This design comes from an exercise in tuning for small area, a short achievable clock period and few clock cycles per item on the open sky130 flow, not from production work. Where RTL was checked, it was by simulation tests only, not by an equivalence proof against the original. No activity file was given, so power comes from the tool's default toggle rates.

== main ==
Design ysyx_041461_MUL, start of the top module:
module ysyx_041461_MUL(
    input  wire   [0:0]  clk             ,
    input  wire   [0:0]  rst             ,
    input  wire   [0:0]  MUL_valid_in    ,
    input  wire   [1:0]  MUL_signed      ,
    input  wire   [63:0] MUL_multiplicand,
    input  wire   [63:0] MUL_multiplier  ,
    output wire   [0:0]  MUL_valid_out   ,
    output wire   [63:0] MUL_result_hi   ,
    output wire   [63:0] MUL_result_lo
);
For scale: about 2200 cells after synthesis, about 24000 um^2 of cells after synthesis.
Settings: LEC_CHECK=0, CAP_MARGIN=20, CELL_PAD_IN_SITES_DETAIL_PLACEMENT=1, CELL_PAD_IN_SITES_GLOBAL_PLACEMENT=2, CORE_MARGIN=2, CORE_UTILIZATION=30, CTS_CLUSTER_DIAMETER=100, CTS_CLUSTER_SIZE=30, SETUP_SLACK_MARGIN=5, SLEW_MARGIN=20, SYNTH_HIERARCHICAL=1; clock period 8.0 ns.
run.sh (not shown) runs the stock make flow with config.mk's settings and CLKGATE_MAP_FILE= SYNTH_SCRIPT=/design/flow/synth_recipe.tcl, a recipe that flattens the netlist after the stock synthesis.
main ran to completion and came out clean on the timing, design-rule and antenna checks.
Input-level comparison between the feature branch and main:
Settings: swapping 30 for 25 in CTS_CLUSTER_SIZE.
[summary]
The feature branch: done, clean on timing, DRC and antenna
Between the feature branch and main, overall routed net length is lower for main, the feature branch comes in above that.
The feature branch vs main on reported net switching power: the feature branch is the lower one.
Final cell count: the feature branch vs main, no meaningful difference
Function was not checked in any run of this note: the RTL went through the layout flow alone.


Another version of the RTL of ysyx_041461_MUL (not shown whole).
Size: roughly 2100 cells after synthesis, roughly 260 I/O pins, ~0.024 mm² of cells after synthesis.
## ysyx_041461_MUL
module ysyx_041461_MUL(
    input  wire   [0:0]  clk             ,
    input  wire   [0:0]  rst             ,
    input  wire   [0:0]  MUL_valid_in    ,
    input  wire   [1:0]  MUL_signed      ,
    input  wire   [63:0] MUL_multiplicand,
    input  wire   [63:0] MUL_multiplier  ,
    output wire   [0:0]  MUL_valid_out   ,
    output wire   [63:0] MUL_result_hi   ,
    output wire   [63:0] MUL_result_lo
);
make LEC_CHECK=0 CAP_MARGIN=20 CELL_PAD_IN_SITES_DETAIL_PLACEMENT=1 CELL_PAD_IN_SITES_GLOBAL_PLACEMENT=2 CORE_MARGIN=2 CORE_UTILIZATION=30 CTS_CLUSTER_DIAMETER=100 CTS_CLUSTER_SIZE=25 PLACE_DENSITY=0.75 SETUP_SLACK_MARGIN=5 SLEW_MARGIN=20 SYNTH_HIERARCHICAL=1 finish   # period 8.0 ns
The first run ran to the end with no violations.
Testbench counts at the start, summed over its fixed seeds: cycles 26,400, items 2,400.
Next try:
PLACE_DENSITY = not set   (was 0.75)
Wire length grows by about 7%.
Global-route usage rises by 1.3 points.
Synthesized area does not change.
Cell area goes up by 0.36%.
Power is higher by 0.38%.


## run A
ysyx_041461_MUL again, from the RTL that the note above started with.
clock: 8.0 ns
lec_check: 0
cap_margin: 20
cell_pad_in_sites_detail_placement: 1
cell_pad_in_sites_global_placement: 2
core_margin: 2
core_utilization: 30
cts_cluster_diameter: 80
cts_cluster_size: 20
setup_slack_margin: 5
slew_margin: 20
synth_hierarchical: 1
Run A closes out successfully: all stages finished, all timing, DRC and antenna checks passed.
Testbench counts of run A, summed over its fixed seeds: cycles 26,400, items 2,400.
The inputs of run B differ from those of run A as listed below.
diff --git a/flow/config.mk b/flow/config.mk
--- a/flow/config.mk
+++ b/flow/config.mk
@@ -7,2 +7,3 @@
 export LEC_CHECK = 0
+export ABC_CLOCK_PERIOD_IN_PS = 2000
 export CAP_MARGIN = 20
@@ -12,4 +13,4 @@
 export CORE_UTILIZATION = 30
-export CTS_CLUSTER_DIAMETER = 80
-export CTS_CLUSTER_SIZE = 20
+export CTS_CLUSTER_DIAMETER = 100
+export CTS_CLUSTER_SIZE = 25
 export SETUP_SLACK_MARGIN = 5
Findings:
Of run A and run B, run B shows the higher worst-case hold slack, with run A below it.
Run A and run B ended up with roughly the same fraction of area in non-clock buffers.
Run A -> run B: clock slew seen by the registers of the worst setup and hold paths flat
Going from run A to run B, the worst setup margin was found to have gone down by 0.012 ns.
met3 wire length for run B: about 5.4% down relative to run A
On run B: overall routed net length is 280 um lower than what run A gave.
In run B, the count of clock buffers in the final design came out 7 below the value in run A.
Against run A, run B reports a sequential share of layout area that is higher.
As far as final clock period utilization by the worst path is concerned, run A and run B perform about the same.
Compared run B against run A; global routing met1 resource utilization within noise.
